Source: an optimization exercise on an open RTL-to-GDS flow (aim: small area). Production flows keep margins and buffers that such runs may drop. RTL that was checked went through simulation tests only; none was proved equivalent to the original. For run 5, only the layout was checked, not whether the RTL still works. Power and IR drop assume default switching activity.

File: flow/design.v
module rtc_system
(
    input clk,
    input rst_n,
    input [3:0] key_in,
    output rtc_sclk,
    input rtc_sio_i,
    output rtc_sio_o,
    output rtc_sio_oe,
    output rtc_rst,
    output [7:0] smg_data,
    output [5:0] scan_sig,
    output config_sig
);
    localparam [15:0] C_4999  = 16'h191d;
    localparam [15:0] C_49999 = 16'h638b;
    localparam [15:0] TP = 16'haaaa;
    reg [15:0] tc;
    wire tc_wrap = (tc == (C_49999 ^ TP));
    always @(posedge clk or negedge rst_n)
        if (!rst_n)
            tc <= TP;
        else if (tc_wrap)
            tc <= TP;
        else
            tc <= {~tc[14:0], tc[15] ^ tc[12]};
    reg isEn;
    always @(posedge clk or negedge rst_n)
        if (!rst_n)
            isEn <= 1'b0;
        else if (tc == (C_4999 ^ TP))
            isEn <= 1'b1;
    localparam [19:0] K_END = 20'h0ebd4;    
    localparam [19:0] KP = 20'haaaaa;       
    reg [3:0] kf1, kf2;
    always @(posedge clk) begin
        kf1 <= key_in;
        kf2 <= kf1;
    end
    wire [3:0] key_out;
    genvar g;
    generate
        for (g = 0; g < 4; g = g + 1) begin : key
            wire h2l = isEn & ~kf1[g] & kf2[g];
            wire l2h = isEn & kf1[g] & ~kf2[g];
            reg [1:0] ks;
            reg [19:0] kt;
            wire done = (kt == (K_END ^ KP));
            always @(posedge clk)
                if (ks[0])
                    kt <= {~kt[18:0], kt[19] ^ kt[16]};
                else
                    kt <= KP;
            always @(posedge clk or negedge rst_n)
                if (!rst_n)
                    ks <= 2'b00;
                else
                    case (ks)
                        2'b00: if (h2l) ks <= 2'b01; else if (l2h) ks <= 2'b11;
                        2'b01: if (done) ks <= 2'b10;
                        2'b10: ks <= 2'b00;
                        2'b11: if (done) ks <= 2'b00;
                    endcase
            assign key_out[g] = (ks == 2'b10);
        end
    endgenerate
    reg isConfig;
    always @(posedge clk or negedge rst_n)
        if (!rst_n)
            isConfig <= 1'b0;
        else if (key_out[3])
            isConfig <= ~isConfig;
    assign config_sig = isConfig;
    localparam [4:0] S_RH0 = 5'd0, S_RM0 = 5'd1, S_RS0 = 5'd2, S_WU0 = 5'd3,
                     S_WH  = 5'd4, S_WM  = 5'd5, S_WS  = 5'd6, S_WP  = 5'd7,
                     S_RH  = 5'd8, S_RM  = 5'd9, S_RS  = 5'd10, S_JDG = 5'd11,
                     S_WST = 5'd14, S_WU1 = 5'd15,
                     S_EDT = 5'd16, S_IN1 = 5'd17, S_IN2 = 5'd18, S_IN3 = 5'd19,
                     S_DEC = 5'd20;
    reg [4:0] i;
    reg [1:0] go;            
    reg [7:0] hour, minute, second;
    wire cmd_done;
    wire [7:0] sh_q;         
    wire cmd_state = ~i[4] & (i[3:0] != 4'd11) & (i[3:2] != 2'b11 | i[1]);
    wire is_rd = ~i[4] & ~i[2] & (i[1:0] != 2'd3);
    wire is_wr = cmd_state & ~is_rd;
    wire [7:0] comp = (go == 2'd0) ? 8'h23 : 8'h59;
    wire [7:0] fld = (go == 2'd0) ? hour : (go == 2'd1) ? minute : second;
    wire below = (fld < comp);
    reg pinc, pdec;
    wire [7:0] finc = (fld[3:0] >= 4'd9) ? {fld[7:4] + 1'b1, 4'd0} : {fld[7:4], fld[3:0] + 1'b1};
    wire [7:0] fdec = (fld[3:0] != 4'd0) ? {fld[7:4], fld[3:0] - 1'b1} :
                      (fld[7:4] != 4'd0) ? {fld[7:4] - 1'b1, 4'd9} : 8'h00;
    wire [7:0] fnew = pdec ? fdec : finc;
    always @(posedge clk) begin
        pinc <= (i == S_IN3);
        pdec <= (i == S_DEC);
    end
    wire edit_idle = (i == S_EDT) & isConfig & (key_out[2:0] == 3'b000);
    wire rd_done = is_rd & cmd_done;
    wire set_f = rd_done | (edit_idle & (pinc | pdec));
    wire [1:0] f_sel = rd_done ? i[1:0] : go;
    wire [7:0] f_val = rd_done ? sh_q : fnew;
    wire quirk = (i == S_IN1) & ~below;
    always @(posedge clk or negedge rst_n)
        if (!rst_n) begin
            hour <= 8'd0;
            minute <= 8'd0;
            second <= 8'd0;
        end
        else begin
            if (quirk)
                hour <= fld;
            else if (set_f & (f_sel == 2'd0))
                hour <= f_val;
            if (set_f & (f_sel == 2'd1))
                minute <= f_val;
            if (set_f & (f_sel == 2'd2))
                second <= f_val;
        end
    always @(posedge clk or negedge rst_n)
        if (!rst_n)
            i <= S_RH0;
        else
            case (i)
                S_WP, S_RS: if (cmd_done) i <= S_JDG;
                S_JDG: i <= isConfig ? S_WU1 : S_RH;
                S_WU1: if (cmd_done) i <= S_WST;
                S_WST: if (cmd_done) i <= S_EDT;
                S_EDT:
                    if (!isConfig)
                        i <= S_WH;
                    else if (key_out[2])
                        i <= S_IN1;
                    else if (key_out[1])
                        i <= S_DEC;
                S_IN1: i <= below ? S_IN2 : S_EDT;
                S_IN2: i <= S_IN3;
                S_IN3, S_DEC: i <= S_EDT;
                default: if (cmd_done) i <= i + 1'b1;
            endcase
    always @(posedge clk)
        if (i == S_WST)
            go <= 2'd0;
        else if (i == S_EDT && isConfig && key_out[2:0] == 3'b001)
            go <= (go == 2'd2) ? 2'd0 : go + 1'b1;
    wire [7:0] addr = {4'b1000, i[1] & i[0], ~(i[1] ^ i[0]), i[0], is_rd};
    wire [7:0] wdata = (i[1:0] == 2'd0) ? hour :
                       (i[1:0] == 2'd1) ? minute :
                       (i[1:0] == 2'd2) ? {i[3], second[6:0] & {7{~i[3]}}} :
                                          {i[2] & ~i[3], 7'd0};
    reg [2:0] cs;
    wire func_done;
    always @(posedge clk or negedge rst_n)
        if (!rst_n)
            cs <= 3'b000;
        else
            case (cs)
                3'b000: if (cmd_state) cs <= 3'b001;
                3'b001: cs <= 3'b011;
                3'b011: if (func_done) cs <= 3'b010;
                3'b010: cs <= 3'b110;
                default: cs <= 3'b000;
            endcase
    assign cmd_done = cs[2];
    wire fs = (cs == 3'b011);
    reg [4:0] cnt;
    wire c24 = (cnt == 5'd24);
    always @(posedge clk)
        if (c24 | ~fs)
            cnt <= 5'd0;
        else
            cnt <= cnt + 1'b1;
    localparam [1:0] P_A = 2'd0, P_D = 2'd1, P_R = 2'd2, P_X = 2'd3;
    localparam [3:0] X_S0 = 4'd0, X_S1 = 4'd1, X_GA = 4'd2, X_GD = 4'd3,
                     X_T = 4'd4, X_E1 = 4'd5, X_E2 = 4'd6, X_E3 = 4'd7;
    reg [1:0] ph;
    reg [3:0] hb;
    reg isOut, rSIO, sclk, ce;
    reg [7:0] sh;
    assign sh_q = sh;
    wire in_bits = (ph != P_X);
    wire last_hb = (hb == 4'd15);
    assign func_done = (ph == P_X) & (hb == X_E3);
    always @(posedge clk or negedge rst_n)
        if (!rst_n) begin
            ph <= P_X;
            hb <= X_S0;
            isOut <= 1'b1;
            rSIO <= 1'b0;
            sclk <= 1'b0;
            ce <= 1'b0;
        end
        else if (fs) begin
            if (in_bits) begin
                if (c24) begin
                    if (!last_hb)
                        hb <= hb + 1'b1;
                    else begin
                        ph <= P_X;
                        hb <= (ph == P_D) ? X_GD : (ph == P_R) ? X_E1 : is_wr ? X_GA : X_T;
                    end
                end
                else begin
                    sclk <= hb[0];
                    if (!hb[0] && ph != P_R)
                        rSIO <= sh[0];
                end
            end
            else
                case (hb[2:0])
                    X_S0[2:0], X_S1[2:0]: begin
                        ph <= hb[0] ? P_D : P_A;
                        hb <= 4'd0;
                        isOut <= 1'b1;
                        sclk <= 1'b0;
                        ce <= 1'b1;
                    end
                    X_GA[2:0]: hb <= X_S1;
                    X_GD[2:0]: hb <= X_E1;
                    X_T[2:0]: begin
                        ph <= P_R;
                        hb <= 4'd0;
                        isOut <= 1'b0;
                    end
                    X_E1[2:0]: begin
                        ce <= 1'b0;
                        hb <= X_E2;
                    end
                    X_E2[2:0]: hb <= X_E3;
                    default: hb <= X_S0;
                endcase
        end
    always @(posedge clk)
        if (fs) begin
            if (in_bits) begin
                if (c24) begin
                    if (hb[0] && !(ph == P_R && last_hb))
                        sh <= {sh[7], sh[7:1]};
                end
                else if (!hb[0] && ph == P_R)
                    sh[7] <= rtc_sio_i;
            end
            else if (hb[2:0] == X_S0[2:0])
                sh <= addr;
            else if (hb[2:0] == X_S1[2:0])
                sh <= wdata;
        end
    assign rtc_sclk = sclk;
    assign rtc_rst = ce;
    assign rtc_sio_o = rSIO;
    assign rtc_sio_oe = isOut;
    reg [5:0] scan;          
    reg z;                   
    reg [3:0] nd;            
    reg [3:0] nd2;           
    wire [5:0] scan_n = z ? {~&scan[5:1], scan[5:1]} : scan;
    always @(posedge clk or negedge rst_n)
        if (!rst_n) begin
            scan <= 6'b111111;
            z <= 1'b1;
            nd <= 4'd0;
        end
        else begin
            scan <= scan_n;
            z <= tc_wrap;
            if (!tc_wrap)
                nd <= ~scan_n[5] ? hour[7:4] :
                      ~scan_n[4] ? hour[3:0] :
                      ~scan_n[3] ? minute[7:4] :
                      ~scan_n[2] ? minute[3:0] :
                      ~scan_n[1] ? second[7:4] : second[3:0];
        end
    always @(posedge clk)
        nd2 <= nd;
    reg [6:0] seg;
    always @(*)
        case (nd2)
            4'd0:  seg = 7'b100_0000;
            4'd1:  seg = 7'b111_1001;
            4'd2:  seg = 7'b010_0100;
            4'd3:  seg = 7'b011_0000;
            4'd4:  seg = 7'b001_1001;
            4'd5:  seg = 7'b001_0010;
            4'd6:  seg = 7'b000_0010;
            4'd7:  seg = 7'b111_1000;
            4'd8:  seg = 7'b000_0000;
            4'd9:  seg = 7'b001_0000;
            4'd10: seg = 7'b000_1000;
            4'd11: seg = 7'b000_0011;
            4'd12: seg = 7'b100_0110;
            4'd13: seg = 7'b010_0001;
            4'd14: seg = 7'b000_0110;
            default: seg = 7'b000_1110;
        endcase
    wire first = &scan;      
    assign smg_data = {1'b1, seg | {7{first}}};
    assign scan_sig = scan;
endmodule
File: flow/flow/run.sh
#!/bin/bash
# Standard ORFS flow, except that synthesis maps the logic with an
# area-oriented ABC script (flow/abc_area.script, picked by ABC_AREA=1) and
# CTS adds no dummy loads. Registers are mapped exactly as the standard
# synthesis maps them.
set -euo pipefail
W=$(pwd)

rm -rf "$W/scripts_area"
cp -r "$FLOW_HOME/scripts" "$W/scripts_area"
cp "$W/flow/abc_area.script" "$W/scripts_area/abc_area.script"

SCRIPTS_DIR="$W/scripts_area" bash "$W/standard.sh" synth > "$W/synth.log" 2>&1

export CTS_ARGS="-sink_clustering_enable -repair_clock_nets -dont_use_dummy_load -sink_clustering_size 60 -sink_clustering_max_diameter 200 -buf_list sky130_fd_sc_hd__clkbuf_8"
bash "$W/standard.sh" > "$W/layout.log" 2>&1
File: flow/flow/abc_area.script
strash
dch
map -a
mfs2
strash
dch
map -a
mfs2
strash
dch
map -a
mfs2
strash
dch
map -a
topo
stime -c
File: flow/standard.sh
#!/bin/bash
# synth_recipe.tcl (not shown) runs the flow's synth.tcl, then flattens the netlist and writes it again
# the make line also repeats each setting of config.mk as NAME=value (left out here)
make -C /OpenROAD-flow-scripts/flow DESIGN_CONFIG=/design/flow/config.mk WORK_HOME=/design/flow/orfs CLKGATE_MAP_FILE= SYNTH_SCRIPT=/design/flow/synth_recipe.tcl "${@:-finish}"
File: flow/config.mk
export PLATFORM = sky130hd
export DESIGN_NAME = rtc_system
export DESIGN_NICKNAME = rtc_system
export VERILOG_FILES = /design/flow/design.v
export SDC_FILE = /design/flow/constraint.sdc
export NUM_CORES = 4
export LEC_CHECK = 0
export ABC_AREA = 1
export CAP_MARGIN = 20
export CORE_MARGIN = 2
export CORE_UTILIZATION = 40
export CTS_BUF_LIST = sky130_fd_sc_hd__clkbuf_8
export CTS_CLUSTER_DIAMETER = 200
export CTS_CLUSTER_SIZE = 60
export SLEW_MARGIN = 20
File: flow/constraint.sdc
create_clock -name core_clock -period 20.0 [get_ports {clk}]
set_input_delay 4.0000 -clock core_clock [delete_from_list [all_inputs] [get_ports {clk}]]
set_output_delay 4.0000 -clock core_clock [all_outputs]
set_load 0.01 [all_outputs]
==> results of run 1 <==
==> per-stage QoR <==
step                total power (µW)  hold slack [ns]  cells
global placement                 400            0.356   1232
floorplan                        395            0.346    942
finish                           580            0.365   1249
CTS                              590            0.373   1249
global route                     604            0.379   1249
detailed placement               400            0.363   1232
==> layout by cell type (no fill, tap or decap), drive strengths merged, types with 5 or more instances in the layout <==
| cell type | instances |
|---|---|
| a211oi | 5 |
| a21oi | 47 |
| a221oi | 6 |
| a22oi | 12 |
| a31oi | 12 |
| clkbuf | 17 |
| clkdlybuf4s50 | 23 |
| clkinv | 147 |
| dfrtp | 61 |
| dfstp | 18 |
| dfxtp | 104 |
| edfxtp | 8 |
| ha | 25 |
| nand2 | 145 |
| nand3 | 30 |
| nand4 | 11 |
| nor2 | 113 |
| nor3 | 26 |
| nor4 | 8 |
| o211ai | 6 |
| o21ai | 93 |
| o22ai | 20 |
| or2 | 5 |
==> cells in the mapped netlist (3+ instances only) <==
library cell  count  area, µm²
nand3_1          30        150
a41oi_1           3       26.3
xor2_1            4       35.0
a21oi_1          47        235
edfxtp_1          8        240
o22ai_1          20        125
o21bai_1          3       22.5
o21ai_0          93        465
o311ai_0          4       35.0
or2_2             5       31.3
a211oi_1          5       37.5
nor2_1          113        424
dfrtp_1          61       1530
a22oi_1          12       90.1
nand4_1          11       68.8
xnor2_1           3       26.3
ha_1             25        313
a221oi_1          6       52.6
o31ai_1           3       22.5
dfstp_2          18        473
nor3b_1           3       22.5
clkinv_1        147        552
nand2_1         145        544
o211ai_1          6       45.0
o21a_1            3       22.5
nor3_1           26        130
a31oi_1          12       75.1
dfxtp_1         104       2080
nor4_1            8       50.1
==> kinds of logic (layout without fill, tap and decap cells) <==
| group | after synthesis | in the layout | share of synthesized area |
|---|---|---|---|
| AND/OR/NAND/NOR | 346 | 346 | 0.182 |
| AO/OA/AOI/OAI | 224 | 224 | 0.164 |
| flip-flops | 191 | 191 | 0.538 |
| buffers and inverters | 148 | 190 | 0.0696 |
| adder cells (fa/ha/maj) | 25 | 25 | 0.0389 |
| XOR/XNOR | 7 | 7 | 0.00763 |
| other | 1 | 1 | 0.000467 |
==> power breakdown <==
group	total [µW]	switching, µW	internal [µW]
combinational	4.76	3.40	1.36
sequential	387	0.620	386
clock	189	114	75.3
==> final cells by class <==
type	instances	share of cell area
clock buffer	17	0.0264
sequential	191	0.488
tap	265	0.0375
timing repair buffer	26	0.0285
multi-input combinational	603	0.357
inverter	147	0.0623
==> critical path, delay by kind of cell, from the launching register on <==
kind,cells,cell delay [ns]
buffers and inverters,2,0.63
AND/OR/NAND/NOR,3,0.83
flip-flops,1,0.53
==> routing by layer <==
metal  vias up  track usage  wire, µm
met5         -            0         0
met4         0       0.0520       336
met3        25       0.0329       681
met2       128        0.269      7900
met1      2969        0.236      8510
li1       3262            -         -
==> state kept, by name, indices dropped and copies added, names as in the netlist, 3 cells and up <==
name and flops:
cnt 5, cs 3, hb 4, hour 8, i 5, key.ks 8, key.kt 80, kf1 4
kf2 4, minute 8, nd 4, scan 6, second 8, seg 7, sh 8, tc 16
==> worst max-delay path by stage <==
stage | end | cells past startpoint | from
after floorplan | smg_data[0] | 4 | scan[1]$_DFF_PN1_
after global placement | smg_data[3] | 5 | scan[1]$_DFF_PN1_
after detailed placement | smg_data[1] | 5 | scan[1]$_DFF_PN1_
after CTS | smg_data[1] | 5 | scan[1]$_DFF_PN1_
after global routing | smg_data[4] | 5 | scan[1]$_DFF_PN1_
final | smg_data[4] | 5 | scan[1]$_DFF_PN1_
==> reports/results.tsv, run 1 <==
metric	value	unit
status	finished clean	
num_rows	51	
p_per_area	65.5	nW/µm²
place_ws	14.00	ns
start_kind	flop	
slowest_delay	0.54	ns
post_cts_buffers	0	
hold_path_depth	1	
clk_pin_slew	0.10	ns
fin_skew	0.0450	ns
drt_iter0_markers	417	
grt_overflow	0	
slowest_stage	clkdlybuf4s50_1	
ctsResizeCount	0	
synth_flop_cell	dfxtp_1	
start_util	0.410	
cts_tree	yes	
drt_pass1_iterations	5	
rsz0062_at_grt	false	
wire_per_inst	14.0	µm
end_kind	primary output	
cp_max_fo	7	
finalHoldViolCount	0	
vias	6384	
grt_max_degree	67	
cts_hold_buf	0	
drive_gt1_frac	0.0478	
n_antenna_cell	0	
io_buffers	24	
synth_warnings	1	
fin_ws	13.57	ns
die_w	146	µm
slew_headroom	0.411	
grt_pass1_wl	29.3	mm
synthArstFlopShare	0.414	
hp-class	reg -> reg	
root_buffer	clkbuf_8	
ys_seq_area_frac	0.538	
r2r_slack	16.18	ns
antenna_found_initial	0	
hold_path_startpoint	key[0].kt[16]$_SDFF_PN0_	
path_cells	clkinv_1 > nor4_1 > nand3_1 > nand2_1 > clkdlybuf4s50_1	
r2r-start	i[0]$_DFFE_PN0P_	
syn-cell-area	8040	µm²
drtAntennaViolNets	0	
routed_wl	17.4	mm
nNetsFinal	1018	
syn_nets	974	
ys_ff_latch	191	
drc	0	
post-route-util	0.452	
worstMarginPinSlew	0.874	ns
clock-sinks	191	
seq_area	4320	µm²
period_share	0.321	
syn_inst	942	
multi_input_area	3160	µm²
final-max-slew-violation-count	0	
ios	26	
holdPathEnd	key[0].kt[17]$_SDFF_PN1_	
finalSetupViolCount	0	
fill_cells	1986	
placed_area	8610	µm²
power_leakage	0.00334	µW
coreArea	19600	µm²
design_area	8850	µm²
grt_pass1_vias	5927	
place_congestion	0.931	
reg2reg_to	hour[4]$_DFFE_PN0P_	
die_y	146	µm
peakVddDrop	48.7	µV
cp.required	16.00	ns
setup_tns	0	ns
dieArea	21200	µm²
arrival	2.43	ns
area_delta_synth_final	10.2	%
numCtsBuffers	17	
max_freq	156	MHz
synth_edf_count	8	
crit_type	reg -> out	
drv_cap	0	
hpwl	13.0	mm
postSynthAreaPerCell	8.53	µm²
clk_path_buf_depth	2	
grt_use_total	0.170	
routed_via_density	5.11	
htree_levels	4	
clock_latency	0.47	ns
synth_cell_types	40	
reg2reg_depth	14	
post-route-min-period	6.43	ns
==> run 2: changes to the inputs <==
==> flow/run.sh (new file) <==
#!/bin/bash
# synth_recipe.tcl (not shown) runs the flow's synth.tcl, then flattens the netlist and writes it again
# the make line also repeats each setting of config.mk as NAME=value (left out here)
make -C /OpenROAD-flow-scripts/flow DESIGN_CONFIG=/design/flow/config.mk WORK_HOME=/design/flow/orfs CLKGATE_MAP_FILE= SYNTH_SCRIPT=/design/flow/synth_recipe.tcl finish
==> flow/config.mk (replaced) <==
export PLATFORM = sky130hd
export DESIGN_NAME = rtc_system
export DESIGN_NICKNAME = rtc_system
export VERILOG_FILES = /design/flow/design.v
export SDC_FILE = /design/flow/constraint.sdc
export NUM_CORES = 4
export LEC_CHECK = 0
export CAP_MARGIN = 20
export CORE_MARGIN = 2
export CORE_UTILIZATION = 40
export SLEW_MARGIN = 20
removed: flow/flow/run.sh
removed: flow/flow/abc_area.script
removed: flow/standard.sh
==> reports/results.tsv, run 2 <==
metric	value	unit	change
finalHoldViolCount	0		unchanged
die_w	151	µm	+3.8%
max_freq	166	MHz	+7.0%
area_delta_synth_final	12.4	%	
setup_tns	0	ns	unchanged
vias	6337		-0.74%
reg2reg_depth	10		-4
end_kind	primary output		
grt_pass1_wl	31.0	mm	+5.6%
rsz0062_at_grt	false		
synth_cell_types	83		+110%
reg2reg_to	hour[2]$_DFFE_PN0P_		
ctsResizeCount	0		unchanged
die_y	151	µm	+3.8%
place_ws	14.41	ns	+0.413 ns
coreArea	21200	µm²	+8.0%
synth_flop_cell	dfxtp_1		
clock_latency	0.44	ns	-0.03 ns
nNetsFinal	933		-8.3%
final_common_cell	dfxtp_1		
slew_headroom	0.291		-0.120
r2r_slack	16.32	ns	+0.14 ns
start_util	0.410		about the same
drive_gt1_frac	0.103		+0.0551
num_rows	53		+3.9%
final_cells	1189		-4.8%
routed_wl	18.4	mm	+5.4%
ys_ff_latch	191		unchanged
largest-register	key.kt		
ys_top_cells_by_count	104 x dfxtp_1, 97 x nor2_1, 83 x nand2_1		
drc	0		unchanged
clk_pin_slew	0.07	ns	-0.03 ns
io_buffers	24		unchanged
synthArstFlopShare	0.414		unchanged
r2r-start	go[0]$_SDFFE_PN0P_		
status	finished clean		
antenna_found_initial	0		unchanged
yosysMostFrequentCell	dfxtp_1		
synth_top_cell_area_share	0.240		-0.0193
post_cts_buffers	0		unchanged
drv_cap	0		unchanged
post-route-util	0.461		+0.00947
hold_path_startpoint	tc[6]$_DFF_PN0_		
cts_tree	yes		
synth_warnings	1		unchanged
ys_seq_area_frac	0.498		-0.0400
largest_register_ffs	80		unchanged
period_share	0.300		-0.0210
n_antenna_cell	0		unchanged
post-route-min-period	6.01	ns	-0.419 ns
largestRegisters	key.kt: 80 flops, tc: 16 flops		
fin_ws	13.99	ns	+0.419 ns
cts_hold_buf	0		unchanged
worstMarginPinSlew	1.06	ns	+0.182 ns
finalSetupViolCount	0		unchanged
hold_path_depth	1		unchanged
timing.hold.ws	0.363	ns	-0.00145 ns
clock-sinks	191		unchanged
grt_use_total	0.172		+0.00213
fin_skew	0.0128	ns	-0.0321 ns
drt_iter0_markers	523		+25%
hp-class	reg -> reg		
synth.area.top_cells	dfxtp_1 24%, dfrtp_1 18%, dfstp_2 5.4%		
dieArea	22900	µm²	+7.8%
ios	26		unchanged
drtAntennaViolNets	0		unchanged
crit_type	reg -> out		
p_per_area	75.9	nW/µm²	+16%
drt_pass1_iterations	5		unchanged
root_buffer	clkbuf_16		
cp_max_fo	7		unchanged
peakVddDrop	57.4	µV	+18%
final_cell_mix	104 x dfxtp_1, 97 x nor2_1, 83 x nand2_1, 61 x dfrtp_1, 44 x inv_1		
arrival	2.01	ns	-0.42 ns
final-max-slew-violation-count	0		unchanged
start_kind	flop		
power_leakage	0.00385	µW	+15%
syn-cell-area	8680	µm²	+8.0%
hpwl	12.8	mm	-1.8%
place_congestion	0.871		-6.4%
htree_levels	4		unchanged
holdPathEnd	tc[7]$_DFF_PN1_		
numCtsBuffers	17		unchanged
grt_overflow	0		unchanged
synth_edf_count	8		unchanged
postSynthAreaPerCell	9.76	µm²	+14%
dp.cells	1157		-6.1%
grt_max_degree	58		-13%
clk_path_buf_depth	2		unchanged
routed_via_density	5.33		+4.3%
wire_per_inst	15.5	µm	+11%
syn_nets	922		-5.3%
cp.required	16.00	ns	about the same
syn_inst	890		-5.5%
synth_top_area_cell	dfxtp_1		
grt_pass1_vias	6021		+1.6%
## run 2: changes by cell type in the layout (fill, tap and decap cells not counted), sizes merged, moves of 18 or more
cell | before | now
clkinv | 147 | 4
nand2 | 145 | 83
inv | 0 | 52
o21ai | 93 | 41
nor2b | 0 | 38
mux2i | 0 | 31
nand2b | 0 | 24
mux2 | 0 | 22
o22ai | 20 | 2
## run 2: logic make-up after synthesis
family / after synthesis / synth area share
compound gates: 173 / 0.136
mux: 54 / 0.0692
fa+ha+maj: 25 / 0.0360
xor+xnor: 19 / 0.0192
other cells: 1 / 0.000432
flops: 191 / 0.498
buf+inv: 82 / 0.0382
simple gates: 345 / 0.203
## run 2: worst max-delay path by stage
stage | from | to | depth (start not counted)
global placement | scan[4]$_DFF_PN1_ | smg_data[1] | 5
detailed placement | scan[4]$_DFF_PN1_ | smg_data[5] | 5
global route | scan[4]$_DFF_PN1_ | smg_data[3] | 5
finish | scan[4]$_DFF_PN1_ | smg_data[5] | 5
floorplan | scan[4]$_DFF_PN1_ | smg_data[0] | 4
CTS | scan[4]$_DFF_PN1_ | smg_data[5] | 5
## run 2: critical path: stages, from the launching register on
cell and delay [ns]:
dfstp_2 0.55, nand4_1 0.10, nor2_1 0.13, nand2_1 0.16, nand2b_1 0.11, clkdlybuf4s50_1 0.53
## run 2: stage by stage
stage / area (µm²) / power [µW]
CTS: 9760 / 752
global placement: 9140 / 400
finish: 9760 / 741
detailed placement: 9140 / 400
floorplan: 8680 / 395
global route: 9760 / 769
## run 2: cell type report
| cell class | instances | area, µm² |
|---|---|---|
| Clock buffer | 18 | 450 |
| Clock inverter | 14 | 166 |
| Fill cell | 1997 | 11400 |
| Inverter | 45 | 169 |
| Multi-Input combinational cell | 617 | 4030 |
| Sequential cell | 191 | 4320 |
| Tap cell | 275 | 344 |
| Timing Repair Buffer | 29 | 275 |
## run 2: per-layer routing
metal | wire, µm | share of wire | vias to the layer above | GRT usage
li1 | - | - | 3148 | -
met1 | 9080 | 0.49 | 3024 | 0.244
met2 | 8010 | 0.44 | 136 | 0.253
met3 | 853 | 0.046 | 29 | 0.0404
met4 | 431 | 0.023 | 0 | 0.0664
met5 | 0 | 0 | - | 0
## run 2: where the power goes
group,switching (µW),total [µW],internal [µW]
clock,163,349,187
sequential,0.637,386,386
combinational,3.59,5.14,1.55
total,167,741,574
==> run 3: changes to the inputs <==
--- a/flow/design.v
+++ b/flow/design.v
@@ -251,26 +251,29 @@
     assign rtc_rst = ce;
     assign rtc_sio_o = rSIO;
     assign rtc_sio_oe = isOut;
-    reg [5:0] scan;          
+    reg [2:0] dg;            
     reg z;                   
     reg [3:0] nd;            
     reg [3:0] nd2;           
-    wire [5:0] scan_n = z ? {~&scan[5:1], scan[5:1]} : scan;
+    wire [2:0] dg_n = !z ? dg : (dg == 3'd5) ? 3'd0 : dg + 1'b1;
     always @(posedge clk or negedge rst_n)
         if (!rst_n) begin
-            scan <= 6'b111111;
+            dg <= 3'd7;
             z <= 1'b1;
             nd <= 4'd0;
         end
         else begin
-            scan <= scan_n;
+            dg <= dg_n;
             z <= tc_wrap;
             if (!tc_wrap)
-                nd <= ~scan_n[5] ? hour[7:4] :
-                      ~scan_n[4] ? hour[3:0] :
-                      ~scan_n[3] ? minute[7:4] :
-                      ~scan_n[2] ? minute[3:0] :
-                      ~scan_n[1] ? second[7:4] : second[3:0];
+                case (dg_n)
+                    3'd0: nd <= hour[7:4];
+                    3'd1: nd <= hour[3:0];
+                    3'd2: nd <= minute[7:4];
+                    3'd3: nd <= minute[3:0];
+                    3'd4: nd <= second[7:4];
+                    default: nd <= second[3:0];
+                endcase
         end
     always @(posedge clk)
         nd2 <= nd;
@@ -294,7 +297,7 @@
             4'd14: seg = 7'b000_0110;
             default: seg = 7'b000_1110;
         endcase
-    wire first = &scan;      
+    wire first = (dg == 3'd7);   
     assign smg_data = {1'b1, seg | {7{first}}};
-    assign scan_sig = scan;
+    assign scan_sig = {dg != 3'd0, dg != 3'd1, dg != 3'd2, dg != 3'd3, dg != 3'd4, dg != 3'd5};
 endmodule
==> flow/flow/run.sh (new file) <==
#!/bin/bash
# Standard ORFS flow, except that synthesis maps the logic with an
# area-oriented ABC script (flow/abc_area.script, picked by ABC_AREA=1)
# without first extracting half/full adders, and CTS adds no dummy loads.
# Registers are mapped exactly as the standard synthesis maps them.
set -euo pipefail
W=$(pwd)

rm -rf "$W/scripts_area"
cp -r "$FLOW_HOME/scripts" "$W/scripts_area"
cp "$W/flow/abc_area.script" "$W/scripts_area/abc_area.script"

SCRIPTS_DIR="$W/scripts_area" ADDER_MAP_FILE= bash "$W/standard.sh" synth > "$W/synth.log" 2>&1

export CTS_ARGS="-sink_clustering_enable -repair_clock_nets -dont_use_dummy_load -sink_clustering_size 60 -sink_clustering_max_diameter 200 -buf_list sky130_fd_sc_hd__clkbuf_8"
bash "$W/standard.sh" > "$W/layout.log" 2>&1
==> flow/flow/abc_area.script (new file) <==
strash
dch
map -a
mfs2
strash
dch
map -a
mfs2
strash
dch
map -a
mfs2
strash
dch
map -a
mfs2
strash
dch
map -a
mfs2
strash
dch
map -a
topo
stime -c
==> flow/standard.sh (new file) <==
#!/bin/bash
# synth_recipe.tcl (not shown) runs the flow's synth.tcl, then flattens the netlist and writes it again
# the make line also repeats each setting of config.mk as NAME=value (left out here)
make -C /OpenROAD-flow-scripts/flow DESIGN_CONFIG=/design/flow/config.mk WORK_HOME=/design/flow/orfs CLKGATE_MAP_FILE= SYNTH_SCRIPT=/design/flow/synth_recipe.tcl "${@:-finish}"
--- a/flow/config.mk
+++ b/flow/config.mk
@@ -5,7 +5,11 @@
 export SDC_FILE = /design/flow/constraint.sdc
 export NUM_CORES = 4
 export LEC_CHECK = 0
+export ABC_AREA = 1
 export CAP_MARGIN = 20
 export CORE_MARGIN = 2
 export CORE_UTILIZATION = 40
+export CTS_BUF_LIST = sky130_fd_sc_hd__clkbuf_8
+export CTS_CLUSTER_DIAMETER = 200
+export CTS_CLUSTER_SIZE = 60
 export SLEW_MARGIN = 20
removed: flow/run.sh
==> reports/results.tsv, run 3 <==
metric	value	unit	change
root_buffer	clkbuf_8		
synth-simple-area-share	0.194		-0.00947
cp_max_fo	4		-3
drtAntennaViolNets	0		unchanged
switching_share	0.207		-0.0188
routed_via_density	5.21		-2.3%
wire_per_inst	14.0	µm	-9.2%
start_util	0.411		about the same
grt_use_total	0.175		+0.00309
synth_flop_cell	dfxtp_1		
synth_top_cell_area_share	0.279		+0.0396
synth_edf_count	8		unchanged
max_freq	169	MHz	+1.7%
synth_compound_area_frac	0.167		+0.0312
final_cell_mix	138 x nor2_1, 138 x nand2_1, 116 x clkinv_1, 104 x dfxtp_1, 75 x o21ai_0		
start_kind	flop		
largest-register	key.kt		
ys_ff_latch	188		-1.6%
grt_max_degree	77		+33%
htree_levels	4		unchanged
clk_pin_slew	0.10	ns	+0.03 ns
p_clk_frac	0.330		-0.142
syn-cell-area	7450	µm²	-14%
largest_register_ffs	80		unchanged
synth_fa_ha_area_frac	0		-0.0360
rsz0062_at_grt	false		
seq_area	4240	µm²	-1.8%
fin_skew	0.0352	ns	+0.0224 ns
finalSetupViolCount	0		unchanged
final-max-slew-violation-count	0		unchanged
dieArea	19700	µm²	-14%
crit_type	reg -> out		
clock-sinks	188		-1.6%
largestRegisters	key.kt: 80 flops, tc: 16 flops		
arrival	1.91	ns	-0.10 ns
power_leakage	0.00310	µW	-19%
intPower	456	µW	-21%
post-route-util	0.453		-0.00843
postSynthAreaPerCell	8.54	µm²	-12%
routed_wl	16.0	mm	-13%
grt_overflow	0		unchanged
hpwl	11.6	mm	-8.8%
grt_pass1_vias	5623		-6.6%
num_rows	49		-7.5%
clk_path_buf_depth	2		unchanged
fill_cells	1822		-8.8%
drt_pass1_iterations	5		unchanged
drt_iter0_markers	430		-18%
synth_cell_types	37		-55%
worstMarginPinSlew	0.974	ns	-0.0826 ns
io_buffers	24		unchanged
syn_inst	873		-1.9%
pwr-share-seq	0.662		+0.140
clock_latency	0.48	ns	+0.04 ns
ys_top_cells_by_count	138 x nand2_1, 138 x nor2_1, 116 x clkinv_1		
synth_top_area_cell	dfxtp_1		
die_w	140	µm	-7.2%
synthMuxAreaShare	0.00151		-0.0677
drv_cap	0		unchanged
die_y	140	µm	-7.2%
synth.area.top_cells	dfxtp_1 28%, dfrtp_1 20%, nand2_1 7.0%		
numCtsBuffers	17		unchanged
p_comb_frac	0.008		about the same
drc	0		unchanged
place_congestion	0.870		-0.17%
timing.hold.ws	0.339	ns	-0.0246 ns
setup_tns	0	ns	unchanged
ctsResizeCount	0		unchanged
synth_xor_xnor_area_share	0.00823		-0.0109
antenna_found_initial	0		unchanged
synth_top_family_by_area	simple AND/OR/NAND/NOR gates		
period_share	0.295		-0.00503
end_kind	primary output		
p_sw	119	µW	-29%
ys_seq_area_frac	0.569		+0.0716
cts_tree	yes		
area_delta_synth_final	10.3	%	
peakVddDrop	42.9	µV	-25%
slew_headroom	0.351		+0.0593
synthArstFlopShare	0.404		-0.00936
drive_gt1_frac	0.0514		-0.0514
syn_nets	880		-4.6%
multi_input_area	2780	µm²	-31%
grt_pass1_wl	27.7	mm	-11%
ios	26		unchanged
post_cts_buffers	0		unchanged
status	finished clean		
cts_hold_buf	0		unchanged
finalHoldViolCount	0		unchanged
synth_warnings	1		unchanged
cp.required	16.00	ns	about the same
coreArea	18100	µm²	-14%
nNetsFinal	923		-1.1%
n_antenna_cell	0		unchanged
post-route-min-period	5.91	ns	-0.101 ns
vias	5954		-6.0%
hp-class	reg -> reg		
p_per_area	69.9	nW/µm²	-7.9%
==> run 3: changes by cell type after synthesis, moves of 25 or more <==
cell | previous run | this run
nand2_1 | 83 | 138
mux2i_1 | 30 | 0
nor2_1 | 97 | 138
clkinv_1 | 0 | 116
o21ai_0 | 40 | 75
ha_1 | 25 | 0
nor2b_1 | 38 | 0
inv_1 | 44 | 0
==> run 3: path summary, 6_finish.rpt <==
check | start | endpoint | slack (ns) | cells past startpoint
setup reg to reg | go[1]$_SDFFE_PN0P_ | hour[2]$_DFFE_PN0P_ | 16.51 | 14
min in group asynchronous | rst_n | cs[1]$_DFFE_PN0P_ | 3.66 | 1
hold reg to reg | key[1].kt[12]$_SDFF_PN0_ | key[1].kt[13]$_SDFF_PN1_ | 0.34 | 1
hold / removal | key[1].kt[12]$_SDFF_PN0_ | key[1].kt[13]$_SDFF_PN1_ | 0.34 | 1
setup / recovery | dg[1]$_DFF_PN1_ | scan_sig[3] | 14.09 | 4
max in group asynchronous | rst_n | i[1]$_DFFE_PN0P_ | 15.66 | 1
==> run 3: cell families after synthesis <==
kind of cell	after synthesis
buf+inv	117
flops	188
compound gates	208
mux	1
other cells	1
xor+xnor	7
simple gates	351
==> run 3: power by group through the flow <==
stage / clock, µW / sequential (µW) / combinational (µW)
2_1_floorplan: 0 / 388 / 0.614
3_3_place_gp: 0 / 388 / 4.68
3_5_place_dp: 0 / 388 / 4.73
4_1_cts: 198 / 380 / 4.74
5_1_grt: 212 / 381 / 5.32
6_report: 190 / 380 / 4.45
==> run 3: per-stage QoR <==
step	total power, µW	setup WS, ns	instances	area, µm²
6_report	575	14.09	1143	8220
5_1_grt	598	13.88	1143	8220
3_3_place_gp	393	14.54	1126	7980
4_1_cts	583	14.04	1143	8210
3_5_place_dp	393	14.54	1126	7980
2_1_floorplan	389	15.09	873	7450
==> run 3: critical path, stage by stage (launching register included) <==
cell	delay, ns
dfstp_2	0.54
clkinv_1	0.11
nor2_1	0.25
nand2_1	0.08
clkdlybuf4s50_1	0.48
==> run 3: area by class of cell <==
type,count,share of cell area
multi-input combinational,568,0.338
tap,229,0.0349
clock buffer,17,0.0285
inverter,116,0.0530
timing repair buffer,25,0.0298
sequential,188,0.516
==> run 3: layer usage <==
metal / vias to the layer above / GRT usage / share of wire
met5: - / 0 / 0
met4: 0 / 0.0663 / 0.021
met3: 22 / 0.0496 / 0.051
met2: 145 / 0.260 / 0.43
met1: 2752 / 0.243 / 0.50
li1: 3035 / - / -
==> run 4: changes to the inputs <==
==> flow/flow/run.sh (replaced) <==
#!/bin/bash
# Standard ORFS flow, except that synthesis maps the logic with an
# area-oriented ABC script (flow/abc_area.script, picked by ABC_AREA=1) and
# CTS adds no dummy loads. Registers are mapped exactly as the standard
# synthesis maps them.
set -euo pipefail
W=$(pwd)

rm -rf "$W/scripts_area"
cp -r "$FLOW_HOME/scripts" "$W/scripts_area"
cp "$W/flow/abc_area.script" "$W/scripts_area/abc_area.script"

SCRIPTS_DIR="$W/scripts_area" bash "$W/standard.sh" synth > "$W/synth.log" 2>&1

export CTS_ARGS="-sink_clustering_enable -repair_clock_nets -dont_use_dummy_load -sink_clustering_size 60 -sink_clustering_max_diameter 200 -buf_list sky130_fd_sc_hd__clkbuf_8"
bash "$W/standard.sh" > "$W/layout.log" 2>&1
==> reports/results.tsv, run 4 <==
metric	value	unit	change
ys_ff_latch	188		unchanged
grt_max_degree	77		unchanged
design_area	8690	µm²	+5.7%
synth_top_cell_area_share	0.264		-0.0150
p_per_area	65.8	nW/µm²	-5.9%
hold_path_depth	1		unchanged
hpwl	12.3	mm	+5.7%
cts_hold_buf	0		unchanged
rsz0062_at_grt	false		
max_freq	162	MHz	-4.6%
period_share	0.310		+0.0143
syn_inst	907		+3.9%
n_antenna_cell	0		unchanged
routed_wl	16.9	mm	+5.4%
cp_max_fo	7		+3
dieArea	20800	µm²	+5.5%
intPower	456	µW	about the same
synth_warnings	1		unchanged
status	finished clean		
synth_top_area_cell	dfxtp_1		
routed_via_density	5.10		-2.0%
fill_cells	1955		+7.3%
drc	0		unchanged
cp.depth	5		+1
synth.area.top_cells	dfxtp_1 26%, dfrtp_1 19%, nor2_1 6.6%		
drive_gt1_frac	0.0569		+0.00548
synth_cell_types	41		+11%
cp.required	16.00	ns	about the same
ctsResizeCount	0		unchanged
synth_edf_count	8		unchanged
cts_tree	yes		
drv_cap	0		unchanged
seq_area	4240	µm²	unchanged
syn-cell-area	7880	µm²	+5.7%
p_sw	116	µW	-2.6%
final-max-slew-violation-count	0		unchanged
peakVddDrop	38.9	µV	-9.5%
root_buffer	clkbuf_8		
slowest_stage	dfstp_2		
drt_pass1_iterations	5		unchanged
multi_input_area	3180	µm²	+15%
pwr-share-seq	0.665		+0.003
num_rows	51		+4.1%
slew_headroom	0.337		-0.0139
clk_path_buf_depth	2		unchanged
place_ws	14.21	ns	-0.324 ns
power	572	µW	-0.50%
drt_iter0_markers	368		-14%
final_common_cell	nor2_1		
postSynthAreaPerCell	8.68	µm²	+1.7%
end_kind	primary output		
clock-sinks	188		unchanged
ys_top_cells_by_count	139 x nor2_1, 130 x nand2_1, 119 x clkinv_1		
yosysMostFrequentCell	nor2_1		
timing.hold.ws	0.366	ns	+0.0270 ns
largest_register_ffs	80		unchanged
start_util	0.406		-0.00462
finalSetupViolCount	0		unchanged
antenna_found_initial	0		unchanged
io_buffers	24		unchanged
p_comb_frac	0.008		about the same
cp_num_buf_inv	2		unchanged
largestRegisters	key.kt: 80 flops, tc: 16 flops		
grt_use_total	0.174		-0.000955
path_cells	clkinv_1 > nor2_1 > ha_1 > or2_2 > clkdlybuf4s50_1		
numCtsBuffers	17		unchanged
die_y	144	µm	+2.7%
post-route-min-period	6.19	ns	+0.285 ns
grt_pass1_vias	5985		+6.4%
syn_nets	941		+6.9%
finalHoldViolCount	0		unchanged
start_kind	flop		
fin_ws	13.81	ns	-0.285 ns
crit_type	reg -> out		
cp_top_family	buffers and inverters		
ys_seq_area_frac	0.539		-0.0307
largest-register	key.kt		
power_leakage	0.00329	µW	+6.0%
switching_share	0.202		-0.00437
setup_tns	0	ns	unchanged
synth_flop_cell	dfxtp_1		
worstMarginPinSlew	0.991	ns	+0.0173 ns
final_cell_mix	139 x nor2_1, 130 x nand2_1, 119 x clkinv_1, 104 x dfxtp_1, 67 x o21ai_0		
placed_area	8450	µm²	+6.0%
wire_per_inst	13.9	µm	-0.80%
drtAntennaViolNets	0		unchanged
place_congestion	0.904		+3.9%
synthArstFlopShare	0.404		unchanged
htree_levels	4		unchanged
fin_skew	0.0381	ns	+0.00291 ns
grt_overflow	0		unchanged
ios	26		unchanged
post_cts_buffers	0		unchanged
die_w	144	µm	+2.7%
slowest_delay	0.57	ns	+0.03 ns
coreArea	19400	µm²	+6.9%
area_delta_synth_final	10.4	%	about the same
nNetsFinal	985		+6.7%
arrival	2.19	ns	+0.28 ns
clock_latency	0.46	ns	-0.02 ns
clk_pin_slew	0.09	ns	about the same
hp-class	reg -> reg		
grt_pass1_wl	28.9	mm	+4.1%
reg2reg_depth	16		+2
p_clk_frac	0.327		-0.003
vias	6195		+4.0%
[run 4: cell types whose count changed after synthesis, sizes merged, moves of 4 or more]
cell / delta
o21ai: -8
ha: +27
or2: +7
a22oi: -4
nand3: +6
nand2: -8
o21a: +4
nor3: -8
o221ai: +7
[run 4: worst paths after layout]
kind	start	to	slack, ns
max in group asynchronous	rst_n	nd[3]$_DFFE_PN0N_	15.90
worst min-delay path	key[0].kt[10]$_SDFF_PN0_	key[0].kt[11]$_SDFF_PN1_	0.37
worst min register to register	key[0].kt[10]$_SDFF_PN0_	key[0].kt[11]$_SDFF_PN1_	0.37
worst max register to register	go[1]$_SDFFE_PN0P_	hour[4]$_DFFE_PN0P_	16.10
min in group asynchronous	rst_n	rSIO$_DFFE_PN0P_	3.56
worst max-delay path	dg[1]$_DFF_PN1_	smg_data[3]	13.81
[run 4: cell families (layout without fill, tap and decap cells)]
logic type,count (synthesis),in the layout,share of synthesized area
and+or+nand+nor,358,358,0.193
other,1,1,0.000476
DFF,188,188,0.539
xor gates and xnor gates,8,8,0.00890
AOI/OAI and AO/OA,205,205,0.159
adders and majority gates,27,27,0.0429
buffers and inverters,120,162,0.0577
[run 4: cell type report]
cell class,count,share of cell area
tap,265,0.0381
clock buffer,17,0.0269
inverter,119,0.0514
timing repair buffer,26,0.0295
multi-input combinational,599,0.366
sequential,188,0.488
[run 4: metal layers]
layer	routed length, µm	track usage	vias to the layer above
li1	-	-	3159
met1	8320	0.239	2882
met2	7650	0.280	138
met3	733	0.0361	16
met4	199	0.0470	0
met5	0	0	-
[run 4: metrics by stage]
step | cells | util
floorplan | 907 | -
global placement | 1197 | 0.436
detailed placement | 1197 | 0.436
CTS | 1214 | 0.448
global route | 1214 | 0.448
finish | 1214 | 0.448
[run 4: power by group through the flow]
stage / clock network (µW) / logic (µW) / registers [µW]
after floorplan: 0 / 0.521 / 388
final: 187 / 4.51 / 380
after CTS: 195 / 4.74 / 380
after global routing: 210 / 5.46 / 381
after global placement: 0 / 4.67 / 388
after detailed placement: 0 / 4.73 / 388
==> run 5: changes to the inputs <==
--- a/flow/design.v
+++ b/flow/design.v
@@ -76,7 +76,7 @@
                      S_RH  = 5'd8, S_RM  = 5'd9, S_RS  = 5'd10, S_JDG = 5'd11,
                      S_WST = 5'd14, S_WU1 = 5'd15,
                      S_EDT = 5'd16, S_IN1 = 5'd17, S_IN2 = 5'd18, S_IN3 = 5'd19,
-                     S_DEC = 5'd20;
+                     S_EDI = 5'd20, S_DEC = 5'd21, S_EDD = 5'd22;
     reg [4:0] i;
     reg [1:0] go;            
     reg [7:0] hour, minute, second;
@@ -88,18 +88,14 @@
     wire [7:0] comp = (go == 2'd0) ? 8'h23 : 8'h59;
     wire [7:0] fld = (go == 2'd0) ? hour : (go == 2'd1) ? minute : second;
     wire below = (fld < comp);
-    reg pinc, pdec;
+    wire pdec = (i == S_EDD);
     wire [7:0] finc = (fld[3:0] >= 4'd9) ? {fld[7:4] + 1'b1, 4'd0} : {fld[7:4], fld[3:0] + 1'b1};
     wire [7:0] fdec = (fld[3:0] != 4'd0) ? {fld[7:4], fld[3:0] - 1'b1} :
                       (fld[7:4] != 4'd0) ? {fld[7:4] - 1'b1, 4'd9} : 8'h00;
     wire [7:0] fnew = pdec ? fdec : finc;
-    always @(posedge clk) begin
-        pinc <= (i == S_IN3);
-        pdec <= (i == S_DEC);
-    end
-    wire edit_idle = (i == S_EDT) & isConfig & (key_out[2:0] == 3'b000);
+    wire in_edit = (i == S_EDT) | (i == S_EDI) | (i == S_EDD);
     wire rd_done = is_rd & cmd_done;
-    wire set_f = rd_done | (edit_idle & (pinc | pdec));
+    wire set_f = rd_done | ((i == S_EDI | i == S_EDD) & isConfig & (key_out[2:0] == 3'b000));
     wire [1:0] f_sel = rd_done ? i[1:0] : go;
     wire [7:0] f_val = rd_done ? sh_q : fnew;
     wire quirk = (i == S_IN1) & ~below;
@@ -128,43 +124,31 @@
                 S_JDG: i <= isConfig ? S_WU1 : S_RH;
                 S_WU1: if (cmd_done) i <= S_WST;
                 S_WST: if (cmd_done) i <= S_EDT;
-                S_EDT:
+                S_EDT, S_EDI, S_EDD:
                     if (!isConfig)
                         i <= S_WH;
                     else if (key_out[2])
                         i <= S_IN1;
                     else if (key_out[1])
                         i <= S_DEC;
+                    else
+                        i <= S_EDT;
                 S_IN1: i <= below ? S_IN2 : S_EDT;
                 S_IN2: i <= S_IN3;
-                S_IN3, S_DEC: i <= S_EDT;
+                S_IN3: i <= S_EDI;
+                S_DEC: i <= S_EDD;
                 default: if (cmd_done) i <= i + 1'b1;
             endcase
     always @(posedge clk)
         if (i == S_WST)
             go <= 2'd0;
-        else if (i == S_EDT && isConfig && key_out[2:0] == 3'b001)
+        else if (in_edit && isConfig && key_out[2:0] == 3'b001)
             go <= (go == 2'd2) ? 2'd0 : go + 1'b1;
     wire [7:0] addr = {4'b1000, i[1] & i[0], ~(i[1] ^ i[0]), i[0], is_rd};
     wire [7:0] wdata = (i[1:0] == 2'd0) ? hour :
                        (i[1:0] == 2'd1) ? minute :
                        (i[1:0] == 2'd2) ? {i[3], second[6:0] & {7{~i[3]}}} :
                                           {i[2] & ~i[3], 7'd0};
-    reg [2:0] cs;
-    wire func_done;
-    always @(posedge clk or negedge rst_n)
-        if (!rst_n)
-            cs <= 3'b000;
-        else
-            case (cs)
-                3'b000: if (cmd_state) cs <= 3'b001;
-                3'b001: cs <= 3'b011;
-                3'b011: if (func_done) cs <= 3'b010;
-                3'b010: cs <= 3'b110;
-                default: cs <= 3'b000;
-            endcase
-    assign cmd_done = cs[2];
-    wire fs = (cs == 3'b011);
     reg [4:0] cnt;
     wire c24 = (cnt == 5'd24);
     always @(posedge clk)
@@ -174,7 +158,8 @@
             cnt <= cnt + 1'b1;
     localparam [1:0] P_A = 2'd0, P_D = 2'd1, P_R = 2'd2, P_X = 2'd3;
     localparam [3:0] X_S0 = 4'd0, X_S1 = 4'd1, X_GA = 4'd2, X_GD = 4'd3,
-                     X_T = 4'd4, X_E1 = 4'd5, X_E2 = 4'd6, X_E3 = 4'd7;
+                     X_T = 4'd4, X_E1 = 4'd5, X_E2 = 4'd6, X_E3 = 4'd7,
+                     X_ID = 4'd8, X_R0 = 4'd9, X_D1 = 4'd10, X_D2 = 4'd11;
     reg [1:0] ph;
     reg [3:0] hb;
     reg isOut, rSIO, sclk, ce;
@@ -182,11 +167,12 @@
     assign sh_q = sh;
     wire in_bits = (ph != P_X);
     wire last_hb = (hb == 4'd15);
-    assign func_done = (ph == P_X) & (hb == X_E3);
+    wire fs = in_bits | ~hb[3];      
+    assign cmd_done = ~in_bits & (hb == X_D2);
     always @(posedge clk or negedge rst_n)
         if (!rst_n) begin
             ph <= P_X;
-            hb <= X_S0;
+            hb <= X_ID;
             isOut <= 1'b1;
             rSIO <= 1'b0;
             sclk <= 1'b0;
@@ -229,9 +215,16 @@
                         hb <= X_E2;
                     end
                     X_E2[2:0]: hb <= X_E3;
-                    default: hb <= X_S0;
+                    default: hb <= X_D1;
                 endcase
         end
+        else
+            case (hb[1:0])
+                X_ID[1:0]: if (cmd_state) hb <= X_R0;
+                X_R0[1:0]: hb <= X_S0;
+                X_D1[1:0]: hb <= X_D2;
+                default: hb <= X_ID;
+            endcase
     always @(posedge clk)
         if (fs) begin
             if (in_bits) begin
==> flow/flow/run.sh (replaced) <==
#!/bin/bash
# Standard ORFS flow, except that synthesis maps the logic with an
# area-oriented ABC script (flow/abc_area.script, picked by ABC_AREA=1)
# without first extracting half/full adders, ports get the smallest buffer,
# and CTS adds no dummy loads.
# Registers are mapped exactly as the standard synthesis maps them.
set -euo pipefail
W=$(pwd)

rm -rf "$W/scripts_area"
cp -r "$FLOW_HOME/scripts" "$W/scripts_area"
cp "$W/flow/abc_area.script" "$W/scripts_area/abc_area.script"

SCRIPTS_DIR="$W/scripts_area" ADDER_MAP_FILE= bash "$W/standard.sh" synth > "$W/synth.log" 2>&1

export BUFFER_PORTS_ARGS="-buffer_cell sky130_fd_sc_hd__buf_1"
export CTS_ARGS="-sink_clustering_enable -repair_clock_nets -dont_use_dummy_load -sink_clustering_size 60 -sink_clustering_max_diameter 200 -buf_list sky130_fd_sc_hd__clkbuf_8"
bash "$W/standard.sh" > "$W/layout.log" 2>&1
==> reports/results.tsv, run 5 <==
metric	value	unit	change
path_cells	clkinv_1 > nor2_1 > nand2_1 > buf_1		
clk_path_buf_depth	2		unchanged
routed_via_density	5.25		+2.9%
area_delta_synth_final	8.47	%	
placed_area	7780	µm²	-7.9%
start_kind	flop		
io_buffers	24		unchanged
fin_skew	0.0342	ns	-0.00390 ns
cp_top_family	flip-flops		
grt_pass1_vias	5626		-6.0%
seq_area	4130	µm²	-2.7%
start_util	0.410		+0.00436
final-max-slew-violation-count	0		unchanged
hp-class	reg -> reg		
finalSetupViolCount	0		unchanged
fill_cells	1832		-6.3%
cp.required	16.00	ns	about the same
cp_num_buf_inv	2		unchanged
root_buffer	clkbuf_8		
dieArea	19600	µm²	-5.9%
drtAntennaViolNets	0		unchanged
final_common_cell	nor2_1		
timing.hold.ws	0.365	ns	-0.00113 ns
ctsResizeCount	0		unchanged
final_cell_mix	155 x nor2_1, 135 x nand2_1, 119 x clkinv_1, 102 x dfxtp_1, 58 x o21ai_0		
design_area	8020	µm²	-7.7%
max_freq	182	MHz	+13%
ys_seq_area_frac	0.558		+0.0195
peakVddDrop	44.8	µV	+15%
synth_top_area_cell	dfxtp_1		
post-route-util	0.445		-0.00292
clk_pin_slew	0.09	ns	about the same
postSynthAreaPerCell	8.42	µm²	-3.0%
drt_iter0_markers	450		+22%
drv_cap	0		unchanged
p_per_area	69.8	nW/µm²	+6.1%
rsz0062_at_grt	false		
slew_headroom	0.278		-0.0589
synthArstFlopShare	0.399		-0.00535
nNetsFinal	930		-5.6%
die_w	140	µm	-3.0%
largest_register_ffs	80		unchanged
multi_input_area	2810	µm²	-12%
post-route-min-period	5.50	ns	-0.692 ns
yosysMostFrequentCell	nor2_1		
n_antenna_cell	0		unchanged
largest-register	key.kt		
synth_flop_cell	dfxtp_1		
slowest_delay	0.54	ns	-0.03 ns
grt_pass1_wl	28.0	mm	-3.0%
crit_type	reg -> out		
synth_cell_types	37		-9.8%
routed_wl	16.4	mm	-2.9%
syn_inst	878		-3.2%
slowest_stage	dfstp_2		
setup_tns	0	ns	unchanged
largestRegisters	key.kt: 80 flops, tc: 16 flops		
synth_warnings	1		unchanged
drt_pass1_iterations	5		unchanged
ys_top_cells_by_count	155 x nor2_1, 135 x nand2_1, 119 x clkinv_1		
htree_levels	4		unchanged
ios	26		unchanged
synth.area.top_cells	dfxtp_1 28%, dfrtp_1 19%, nor2_1 7.9%		
coreArea	18000	µm²	-7.1%
numCtsBuffers	17		unchanged
hpwl	12.0	mm	-2.3%
syn_nets	885		-6.0%
cts_tree	yes		
grt_use_total	0.176		+0.00172
synth_top_cell_area_share	0.276		+0.0117
antenna_found_initial	0		unchanged
clock_latency	0.46	ns	about the same
grt_max_degree	74		-3.9%
arrival	1.50	ns	-0.69 ns
status	finished clean		
drc	0		unchanged
final_cells	1150		-5.3%
cts_hold_buf	0		unchanged
period_share	0.275		-0.0346
power_leakage	0.00306	µW	-6.8%
wire_per_inst	14.3	µm	+2.5%
vias	6041		-2.5%
drive_gt1_frac	0.0499		-0.00696
dp.cells	1132		-5.4%
die_y	140	µm	-3.0%
finalHoldViolCount	0		unchanged
post_cts_buffers	0		unchanged
num_rows	49		-3.9%
syn-cell-area	7400	µm²	-6.1%
worstMarginPinSlew	1.07	ns	+0.0785 ns
grt_overflow	0		unchanged
synth_edf_count	8		unchanged
cp_max_fo	4		-3
ys_ff_latch	183		-2.7%
place_congestion	0.940		+4.0%
clock-sinks	183		-2.7%
end_kind	primary output		
## run 5: cell types whose count changed in the layout (fill, tap and decap cells not counted), sizes merged, moves of 6 or more
cell / delta
nor2: +16
clkdlybuf4s50: -23
buf: +22
o21ai: -9
o31ai: +9
or2: -6
ha: -27
## run 5: kinds of logic (layout without fill, tap and decap cells)
| kind of cell | after synthesis | in the layout | share of synthesized area |
|---|---|---|---|
| AOI/OAI and AO/OA | 199 | 199 | 0.163 |
| muxes | 2 | 2 | 0.00304 |
| and+or+nand+nor | 363 | 363 | 0.202 |
| buffers and inverters | 120 | 163 | 0.0614 |
| other | 1 | 1 | 0.000507 |
| DFF | 183 | 183 | 0.558 |
| xor gates and xnor gates | 10 | 10 | 0.0118 |
## run 5: per-stage QoR
| step | setup slack, ns | power [µW] |
|---|---|---|
| 5_1_grt | 14.35 | 587 |
| 3_5_place_dp | 14.95 | 383 |
| 6_report | 14.50 | 560 |
| 2_1_floorplan | 15.10 | 379 |
| 4_1_cts | 14.47 | 568 |
| 3_3_place_gp | 14.97 | 383 |
## run 5: per-layer routing
metal,part of all wire,track usage
met5,0,0
met4,0.022,0.0637
met3,0.046,0.0386
met2,0.43,0.262
met1,0.50,0.252
## run 5: layout make-up
| type | count | share of cell area |
|---|---|---|
| clock buffer | 17 | 0.0292 |
| inverter | 119 | 0.0557 |
| multi-input combinational | 575 | 0.351 |
| sequential | 183 | 0.515 |
| tap | 229 | 0.0357 |
| timing repair buffer | 27 | 0.0142 |
## run 5: power by group
part           switching (µW)  total, µW  internal (µW)
Sequential              0.578        370            370
Combinational            3.53       4.35          0.825
Clock                     110        185           75.3
Total                     114        560            446
## run 5: final timing paths
check | to | from | slack (ns) | cells past startpoint
min reg2reg | key[0].kt[13]$_SDFF_PN1_ | key[0].kt[12]$_SDFF_PN0_ | 0.36 | 1
min | key[0].kt[13]$_SDFF_PN1_ | key[0].kt[12]$_SDFF_PN0_ | 0.36 | 1
max | scan_sig[3] | dg[1]$_DFF_PN1_ | 14.50 | 4
min in group asynchronous | key[3].ks[0]$_DFFE_PN0P_ | rst_n | 3.80 | 2
max in group asynchronous | ce$_DFFE_PN0P_ | rst_n | 15.56 | 2
max reg2reg | second[6]$_DFFE_PN0P_ | ph[1]$_DFFE_PN1P_ | 15.11 | 13
## run 5: worst reg2reg max path: cells and delay by family (launching register included)
| kind | cells | cell delay, ns |
|---|---|---|
| flops | 1 | 0.52 |
| buf+inv | 4 | 1.17 |
| compound gates | 2 | 0.68 |
| simple gates | 7 | 2.38 |
==> run 6: changes to the inputs <==
--- a/flow/design.v
+++ b/flow/design.v
@@ -99,13 +99,7 @@
     wire [1:0] f_sel = rd_done ? i[1:0] : go;
     wire [7:0] f_val = rd_done ? sh_q : fnew;
     wire quirk = (i == S_IN1) & ~below;
-    always @(posedge clk or negedge rst_n)
-        if (!rst_n) begin
-            hour <= 8'd0;
-            minute <= 8'd0;
-            second <= 8'd0;
-        end
-        else begin
+    always @(posedge clk) begin
             if (quirk)
                 hour <= fld;
             else if (set_f & (f_sel == 2'd0))
@@ -114,7 +108,10 @@
                 minute <= f_val;
             if (set_f & (f_sel == 2'd2))
                 second <= f_val;
-        end
+    end
+    wire hv = (i != S_RH0);
+    wire mv = hv & (i != S_RM0);
+    wire sv = mv & (i != S_RS0);
     always @(posedge clk or negedge rst_n)
         if (!rst_n)
             i <= S_RH0;
@@ -260,37 +257,39 @@
             z <= tc_wrap;
             if (!tc_wrap)
                 case (dg_n)
-                    3'd0: nd <= hour[7:4];
-                    3'd1: nd <= hour[3:0];
-                    3'd2: nd <= minute[7:4];
-                    3'd3: nd <= minute[3:0];
-                    3'd4: nd <= second[7:4];
-                    default: nd <= second[3:0];
+                    3'd0: nd <= hv ? hour[7:4] : 4'd0;
+                    3'd1: nd <= hv ? hour[3:0] : 4'd0;
+                    3'd2: nd <= mv ? minute[7:4] : 4'd0;
+                    3'd3: nd <= mv ? minute[3:0] : 4'd0;
+                    3'd4: nd <= sv ? second[7:4] : 4'd0;
+                    default: nd <= sv ? second[3:0] : 4'd0;
                 endcase
         end
     always @(posedge clk)
         nd2 <= nd;
+    wire first = (dg == 3'd7);
     reg [6:0] seg;
     always @(*)
-        case (nd2)
-            4'd0:  seg = 7'b100_0000;
-            4'd1:  seg = 7'b111_1001;
-            4'd2:  seg = 7'b010_0100;
-            4'd3:  seg = 7'b011_0000;
-            4'd4:  seg = 7'b001_1001;
-            4'd5:  seg = 7'b001_0010;
-            4'd6:  seg = 7'b000_0010;
-            4'd7:  seg = 7'b111_1000;
-            4'd8:  seg = 7'b000_0000;
-            4'd9:  seg = 7'b001_0000;
-            4'd10: seg = 7'b000_1000;
-            4'd11: seg = 7'b000_0011;
-            4'd12: seg = 7'b100_0110;
-            4'd13: seg = 7'b010_0001;
-            4'd14: seg = 7'b000_0110;
-            default: seg = 7'b000_1110;
+        casez ({first, nd2})
+            5'b1????: seg = 7'b111_1111;
+            5'b0_0000: seg = 7'b100_0000;
+            5'b0_0001: seg = 7'b111_1001;
+            5'b0_0010: seg = 7'b010_0100;
+            5'b0_0011: seg = 7'b011_0000;
+            5'b0_0100: seg = 7'b001_1001;
+            5'b0_0101: seg = 7'b001_0010;
+            5'b0_0110: seg = 7'b000_0010;
+            5'b0_0111: seg = 7'b111_1000;
+            5'b0_1000: seg = 7'b000_0000;
+            5'b0_1001: seg = 7'b001_0000;
+            5'b0_1010: seg = 7'b000_1000;
+            5'b0_1011: seg = 7'b000_0011;
+            5'b0_1100: seg = 7'b100_0110;
+            5'b0_1101: seg = 7'b010_0001;
+            5'b0_1110: seg = 7'b000_0110;
+            5'b0_1111: seg = 7'b000_1110;
+            default: seg = 7'b111_1111;
         endcase
-    wire first = (dg == 3'd7);   
-    assign smg_data = {1'b1, seg | {7{first}}};
+    assign smg_data = {1'b1, seg};
     assign scan_sig = {dg != 3'd0, dg != 3'd1, dg != 3'd2, dg != 3'd3, dg != 3'd4, dg != 3'd5};
 endmodule
==> reports/results.tsv, run 6 <==
metric	value	unit	change
status	finished clean		
p_clk_frac	0.329		-0.002
hpwl	11.6	mm	-3.7%
post_cts_buffers	0		unchanged
ys_ff_latch	180		-1.6%
crit_type	reg -> out		
start_kind	flop		
power	556	µW	-0.68%
yosysMostFrequentCell	nor2_1		
antenna_found_initial	0		unchanged
p_comb_frac	0.005		-0.003
ys_top_cells_by_count	147 x nor2_1, 127 x nand2_1, 118 x clkinv_1		
area_delta_synth_final	8.54	%	about the same
root_buffer	clkbuf_8		
p_sw	111	µW	-3.0%
grt_overflow	0		unchanged
slowest_stage	dfstp_2		
drt_pass1_iterations	5		unchanged
num_rows	49		unchanged
routed_wl	15.5	mm	-5.4%
die_w	139	µm	-0.78%
end_kind	primary output		
finalSetupViolCount	0		unchanged
worstMarginPinSlew	0.971	ns	-0.0985 ns
final_common_cell	nor2_1		
numCtsBuffers	17		unchanged
power_leakage	0.00282	µW	-7.8%
postSynthAreaPerCell	8.57	µm²	+1.8%
grt_pass1_vias	5455		-3.0%
fin_skew	0.0337	ns	-0.000577 ns
cts_tree	yes		
fill_cells	1815		-0.93%
ios	26		unchanged
slew_headroom	0.350		+0.0723
syn_nets	856		-3.3%
synth_warnings	1		unchanged
switching_share	0.199		-0.00466
drv_cap	0		unchanged
synthArstFlopShare	0.272		-0.127
p_per_area	70.4	nW/µm²	+0.86%
vias	5827		-3.5%
slowest_delay	0.58	ns	+0.04 ns
clk_path_buf_depth	2		unchanged
drtAntennaViolNets	0		unchanged
drc	0		unchanged
wire_per_inst	13.9	µm	-2.9%
grt_pass1_wl	26.5	mm	-5.5%
start_util	0.407		-0.00376
arrival	2.09	ns	+0.59 ns
drt_iter0_markers	460		+2.2%
cp.required	16.00	ns	about the same
synth_flop_cell	dfxtp_1		
clock-sinks	180		-1.6%
die_y	139	µm	-0.78%
synth_cell_types	40		+8.1%
peakVddDrop	43.8	µV	-2.2%
nNetsFinal	900		-3.2%
largest-register	key.kt		
final-max-slew-violation-count	0		unchanged
largest_register_ffs	80		unchanged
ctsResizeCount	0		unchanged
fin_ws	13.91	ns	-0.594 ns
setup_tns	0	ns	unchanged
place_congestion	0.913		-2.9%
pwr-share-seq	0.666		+0.005
largestRegisters	key.kt: 80 flops, tc: 16 flops		
synth.area.top_cells	dfxtp_1 27%, edfxtp_1 13%, dfrtp_1 11%		
routed_via_density	5.20		-0.96%
synth_top_cell_area_share	0.272		-0.00379
hp-class	reg -> reg		
intPower	445	µW	about the same
dieArea	19300	µm²	-1.5%
n_antenna_cell	0		unchanged
synth_edf_count	32		+24
grt_max_degree	50		-32%
grt_use_total	0.168		-0.00786
timing.hold.ws	0.357	ns	-0.00794 ns
rsz0062_at_grt	false		
clk_pin_slew	0.09	ns	about the same
period_share	0.305		+0.0297
path_cells	clkinv_1 > nor3_1 > clkinv_1 > o21ai_0 > a21oi_1 > o21ai_0 > buf_1		
coreArea	17900	µm²	-0.68%
max_freq	164	MHz	-9.7%
htree_levels	4		unchanged
cts_hold_buf	0		unchanged
place_ws	14.40	ns	-0.547 ns
drive_gt1_frac	0.0494		-0.000563
final_cell_mix	147 x nor2_1, 127 x nand2_1, 118 x clkinv_1, 99 x dfxtp_1, 69 x o21ai_0		
io_buffers	24		unchanged
syn_inst	849		-3.3%
ys_seq_area_frac	0.575		+0.0173
syn-cell-area	7280	µm²	-1.6%
post-route-util	0.441		-0.00380
clock_latency	0.45	ns	about the same
post-route-min-period	6.09	ns	+0.594 ns
cp_max_fo	5		+1
synth_top_area_cell	dfxtp_1		
finalHoldViolCount	0		unchanged
==> run 6: cells by family (layout without fill, tap and decap cells) <==
logic type      Yosys count  count (layout)  share of synthesized area
compound gates          195             195                      0.158
flops                   180             180                      0.575
buf+inv                 119             161                     0.0619
simple gates            349             349                      0.198
other cells               1               1                   0.000515
xor+xnor                  5               5                    0.00602
==> run 6: final cells by class <==
cell class | count | area (µm²) | area share
inverters | 118 | 443 | 0.0561
clock buffers | 17 | 234 | 0.0296
well taps | 229 | 287 | 0.0363
repair buffers | 26 | 104 | 0.0131
multi-input cells | 550 | 2650 | 0.335
flip-flops and latches | 180 | 4190 | 0.530
==> run 6: through the flow <==
stage | std cells | cell area, µm²
2_1_floorplan | 849 | 7280
3_5_place_dp | 1103 | 7660
3_3_place_gp | 1102 | 7660
5_1_grt | 1120 | 7900
4_1_cts | 1120 | 7900
6_report | 1120 | 7900
==> run 6: final timing paths <==
check,from,to,slack (ns),cells past startpoint
worst min register to register,nd[0]$_DFFE_PN0N_,nd2[0]$_DFF_P_,0.36,0
worst min-delay path,nd[0]$_DFFE_PN0N_,nd2[0]$_DFF_P_,0.36,0
worst max register to register,ph[1]$_DFFE_PN1P_,hour[6]$_DFFE_PP_,15.37,10
worst max-delay path,dg[0]$_DFF_PN1_,smg_data[3],13.91,7
min in group asynchronous,rst_n,ce$_DFFE_PN0P_,3.63,2
max in group asynchronous,rst_n,i[3]$_DFFE_PN0P_,15.91,2
==> run 6: critical path, delay by kind of cell (launching register included) <==
| kind | cells | cell delay [ns] |
|---|---|---|
| AND/OR/NAND/NOR | 1 | 0.37 |
| AO/OA/AOI/OAI | 3 | 0.25 |
| flip-flops | 1 | 0.58 |
| buffers and inverters | 3 | 0.44 |
==> run 6: metal layers <==
layer	vias up	routed length, µm	GRT usage
li1	2960	-	-
met4	0	345	0.0707
met1	2682	7510	0.234
met5	-	0	0
met2	157	6830	0.257
met3	28	839	0.0321
==> run 6: power by group through the flow <==
stage | Sequential [µW] | Combinational (µW) | Clock, µW
after floorplan | 378 | 0.405 | 0
after global placement | 378 | 2.87 | 0
after detailed placement | 378 | 2.92 | 0
after CTS | 370 | 2.93 | 191
after global routing | 370 | 3.31 | 205
final | 370 | 2.71 | 183

[re-timing with driven ports]
The flow's constraints put no driver on any port. The routed layouts listed below were extracted and timed again, unchanged, in two steps.
Step 1, drivers: a clkbuf_16 drives clk and a buf_2 each remaining input, both assumed.
Step 2 also shifts input and output timing later by t, the mid clock arrival at the registers, as if the neighbouring blocks saw the same clock.
a / b / c = no drivers / after step 1 / after step 2; a / b = the first two.
| run | shift t [ns] | slack for setup (ns) |
|---|---|---|
| run 1 | 0.489 | 13.574 / 13.535 / 14.024 |
| run 2 | 0.478 | 13.993 / 13.945 / 14.423 |
| run 3 | 0.502 | 14.094 / 14.057 / 14.559 |
| run 4 | 0.477 | 13.809 / 13.769 / 14.246 |
| run 5 | 0.480 | 14.501 / 14.463 / 14.943 |
| run 6 | 0.477 | 13.907 / 13.869 / 14.346 |
After both steps every run listed still meets setup and hold.
